Context: an optimization exercise on an open-source flow, tuned for small area and a short achievable clock period. The choices shown serve that exercise and are no tape-out recipe. Where RTL was checked, it was by simulation tests only, not by an equivalence proof against the original. Power and IR drop assume default switching activity.

## run 1
==> flow/design.v (excerpt) <==
module fp_add (
  input  logic        clk,
  input  logic        rst,
  input  logic        in_vld,
  input  logic [31:0] a,
  input  logic [31:0] b,
  output logic        sum_vld,
  output logic [31:0] sum
);
Size: ~1,000 cells after synthesis, about 230 flip-flops, ~10,000 µm² of cells after synthesis.
clock: 3.5 ns
lec_check: 0
cap_margin: 20
core_margin: 2
core_utilization: 40
cts_cluster_diameter: 80
cts_cluster_size: 30
place_density: 0.6
setup_slack_margin: 1.0
slew_margin: 20
standard.sh (not shown) runs the stock make flow with config.mk's settings and CLKGATE_MAP_FILE= SYNTH_SCRIPT=/design/flow/synth_recipe.tcl, a recipe that flattens the netlist after the stock synthesis.
==> flow/flow/run.sh <==
#!/bin/bash
# The standard layout, with the ports buffered by the smallest plain buffer
# (buf_1) instead of the delay buffer ORFS picks by default.
set -euo pipefail
bash standard.sh BUFFER_PORTS_ARGS="-buffer_cell sky130_fd_sc_hd__buf_1" finish > standard.log 2>&1
Edits applied to the flow inputs when going from run 1 to run 2:
- swapping 40 for 60 in CORE_UTILIZATION
- swapping 0.6 for 0.75 in PLACE_DENSITY
==> comparison <==
- Run 2 did not stop at any stage, and its layout met the timing, design-rule and antenna checks.
- Wire length, run 2 vs run 1: down slightly
- Run 1 → run 2: minimum period implied by the final worst setup slack moved up, sequential power roughly the same.
## Diff of input files: run 3 against run 2
- ABC_AREA newly set to 1
- CORE_UTILIZATION changed from 60 to 40
- PLACE_DENSITY changed from 0.75 to 0.6
==> comparison <==
Run 2 → run 3: power +about 3.3%; synthesized area per cell -about 24%; die span in y +about 23%; combinational share of power +1.6 points.
The pin slew with the least headroom to its limit of run 3 is lower than that of run 2.
Critical path depth | run 3 above run 2
The post-route core utilization of run 3 is lower than that of run 2.

---

Setup of job 4620:
fp_add, a different RTL version from the one above (not shown whole).
Size in the first run: about 230 flip-flops, about 100 I/O pins, ~11,000 µm² of cells after synthesis.
Settings: LEC_CHECK=0, CAP_MARGIN=20, CORE_MARGIN=2, CORE_UTILIZATION=40, PLACE_DENSITY=0.6, SLEW_MARGIN=20; clock period 3.5 ns.
run.sh (not shown) runs the stock make flow with config.mk's settings and CLKGATE_MAP_FILE= SYNTH_SCRIPT=/design/flow/synth_recipe.tcl, a recipe that flattens the netlist after the stock synthesis.
Stock flow here: none of the scripts above is used.
Job 4620 went all the way through synthesis, placement and routing and the layout is clean on timing, DRC and antenna.
Modified inputs, job 5390 compared to job 4620
# job 4620
export LEC_CHECK = 0
export CAP_MARGIN = 20
export CORE_MARGIN = 2
export CORE_UTILIZATION = 40
export PLACE_DENSITY = 0.6
export SLEW_MARGIN = 20
create_clock -name core_clock -period 3.5 [get_ports {clk}]
# job 5390
export LEC_CHECK = 0
export CAP_MARGIN = 20
export CORE_MARGIN = 2
export CORE_UTILIZATION = 40
export PLACE_DENSITY = 0.6
export SETUP_SLACK_MARGIN = 1.4
export SLEW_MARGIN = 20
create_clock -name core_clock -period 3.5 [get_ports {clk}]
- From job 4620 to job 5390 the numbers moved as follows: number of placed cells counting well taps fell 18; placed wire-length estimate fell 420 µm; final cycle utilization of the critical path fell 14 points; cell area rose about 13%; CTS H-tree depth about even.
- For the max-slew headroom at the worst pin, job 5390 came in 6.7 points higher than job 4620 did.
Inputs modified between job 5390 and job 242:
# job 5390
export LEC_CHECK = 0
export CAP_MARGIN = 20
export CORE_MARGIN = 2
export CORE_UTILIZATION = 40
export PLACE_DENSITY = 0.6
export SETUP_SLACK_MARGIN = 1.4
export SLEW_MARGIN = 20
create_clock -name core_clock -period 3.5 [get_ports {clk}]
# job 242
export LEC_CHECK = 0
export CAP_MARGIN = 20
export CORE_MARGIN = 2
export CORE_UTILIZATION = 40
export PLACE_DENSITY = 0.6
export SETUP_SLACK_MARGIN = 0.7
export SLEW_MARGIN = 20
create_clock -name core_clock -period 3.5 [get_ports {clk}]
==> flow/flow/run.sh (new file) <==
#!/bin/bash
# The standard layout, with the ports buffered by the smallest plain buffer
# (buf_1) instead of the delay buffer ORFS picks by default.
set -euo pipefail
bash standard.sh BUFFER_PORTS_ARGS="-buffer_cell sky130_fd_sc_hd__buf_1" finish > standard.log 2>&1
==> flow/standard.sh (new file) <==
#!/bin/bash
# synth_recipe.tcl (not shown) runs the flow's synth.tcl, then flattens the netlist and writes it again
# the make line also repeats each setting of config.mk as NAME=value (left out here)
make -C /OpenROAD-flow-scripts/flow DESIGN_CONFIG=/design/flow/config.mk WORK_HOME=/design/flow/orfs CLKGATE_MAP_FILE= SYNTH_SCRIPT=/design/flow/synth_recipe.tcl "${@:-finish}"
removed: flow/run.sh
==> comparison <==
- The arrival time of data at the critical path endpoint of job 242 is higher than that of job 5390.
- Compared with job 5390, in job 242 placed cell count now sits lower; sequential portion of the cell area grew by 5.4 points.
- Job 242 — highest net fanout along the worst path 1 higher, job 5390 as reference
- Relative to job 5390, the global-route wire length before repair measured on job 242 has decreased by more than 10%.
#### Input delta (job 8844 over job 242)
# job 242
export LEC_CHECK = 0
export CAP_MARGIN = 20
export CORE_MARGIN = 2
export CORE_UTILIZATION = 40
export PLACE_DENSITY = 0.6
export SETUP_SLACK_MARGIN = 0.7
export SLEW_MARGIN = 20
create_clock -name core_clock -period 3.5 [get_ports {clk}]
# job 8844
export LEC_CHECK = 0
export CAP_MARGIN = 20
export CORE_MARGIN = 2
export CORE_UTILIZATION = 40
export PLACE_DENSITY = 0.6
export SETUP_SLACK_MARGIN = 1.0
export SLEW_MARGIN = 20
create_clock -name core_clock -period 3.5 [get_ports {clk}]
==> flow/run.sh (new file) <==
#!/bin/bash
# synth_recipe.tcl (not shown) runs the flow's synth.tcl, then flattens the netlist and writes it again
# the make line also repeats each setting of config.mk as NAME=value (left out here)
make -C /OpenROAD-flow-scripts/flow DESIGN_CONFIG=/design/flow/config.mk WORK_HOME=/design/flow/orfs CLKGATE_MAP_FILE= SYNTH_SCRIPT=/design/flow/synth_recipe.tcl finish
removed: flow/flow/run.sh
removed: flow/standard.sh
[summary]
Clock insertion delay at the later pin of the skew report: job 8844 vs job 242 — no meaningful difference
Summary of job 8844 over job 242: share of total power in sequential cells fell by 2.2 points, maximum number of pins on one net before global-route repair fell by 1.
Going from job 242 to job 8844, reported net switching power grew by a few percent.
Vias per cell: job 8844 > job 242
On cell area after layout, the lower figure sits with job 242, not job 8844.
Changes observed in job 8844 relative to job 242: final period demand of the worst path saw a decrease; final clock period utilization by the worst path saw a decrease; final weighted congestion of routability-driven global placement saw an increase; fraction of final layout cells with drive strength greater than 1 saw an increase.
Diff job 8844..job 242 | hold slack | negligible
## Diff of input files: job 7344 against job 8844
# job 8844
export LEC_CHECK = 0
export CAP_MARGIN = 20
export CORE_MARGIN = 2
export CORE_UTILIZATION = 40
export PLACE_DENSITY = 0.6
export SETUP_SLACK_MARGIN = 1.0
export SLEW_MARGIN = 20
create_clock -name core_clock -period 3.5 [get_ports {clk}]
# job 7344
export LEC_CHECK = 0
export CAP_MARGIN = 20
export CORE_MARGIN = 2
export CORE_UTILIZATION = 40
export PLACE_DENSITY = 0.6
export SETUP_SLACK_MARGIN = 0.7
export SLEW_MARGIN = 20
create_clock -name core_clock -period 3.5 [get_ports {clk}]
## What came out
Job 7344 vs job 8844: final RePlAce weighted congestion down
Synthesized cell count delta (job 7344 -> job 8844): insignificant
Shortest period the worst path allows, job 8844 and job 7344, higher one = job 7344.
Job 7344 reached the end of the flow, and the finished layout is clean on the timing, design-rule and antenna checks.
| reported net switching power | lower: job 7344 |
Function was not checked in any run of this note: the RTL went through the layout flow alone.

-- static timing again, ports no longer ideal --
In the flow no input, the clock included, has a driving cell. The finished layouts below were timed again as built, in two steps. Step 1: set_driving_cell puts a clkbuf_16 on clk and a buf_2 on each other input, an assumption about the parent block. Step 2 times the ports against the registers' clock, not the clock port: input delays grow and output delays shrink by t, the midpoint of the rising clock arrivals with the driver on. a / b / c = ideal / step 1 / step 2; a / b = the first two.
run	t (ns)	setup slack, ns	worst hold slack (ns)	worst setup path at the end	worst data-port slew with drivers (ns)
run 1	0.530	1.054 / 1.054 / 0.628	0.326 / 0.326 / 0.326	input to register	0.03
run 2	0.510	1.031 / 1.031 / 0.593	0.326 / 0.326 / 0.326	input to register	0.04
run 3	0.520	1.179 / 1.205 / 0.685	0.334 / 0.334 / 0.334	input to register	0.04
job 4620	0.549	0.308 / 0.308 / -0.163	0.326 / 0.326 / 0.326	input to register	0.03
job 5390	0.546	0.795 / 0.795 / 0.361	0.322 / 0.322 / 0.322	input to register	0.05
job 242	0.557	0.716 / 0.716 / 0.229	0.325 / 0.325 / 0.325	input to register	0.03
job 8844	0.555	0.775 / 0.775 / 0.355	0.322 / 0.322 / 0.322	input to register	0.06
job 7344	0.549	0.744 / 0.744 / 0.223	0.325 / 0.325 / 0.325	input to register	0.03
Met with ideal ports but missed after step 2: setup timing in job 4620. For job 7344, which loses most, drivers alone change the setup slack by 0.000 ns; drivers and shift together by -0.521 ns.
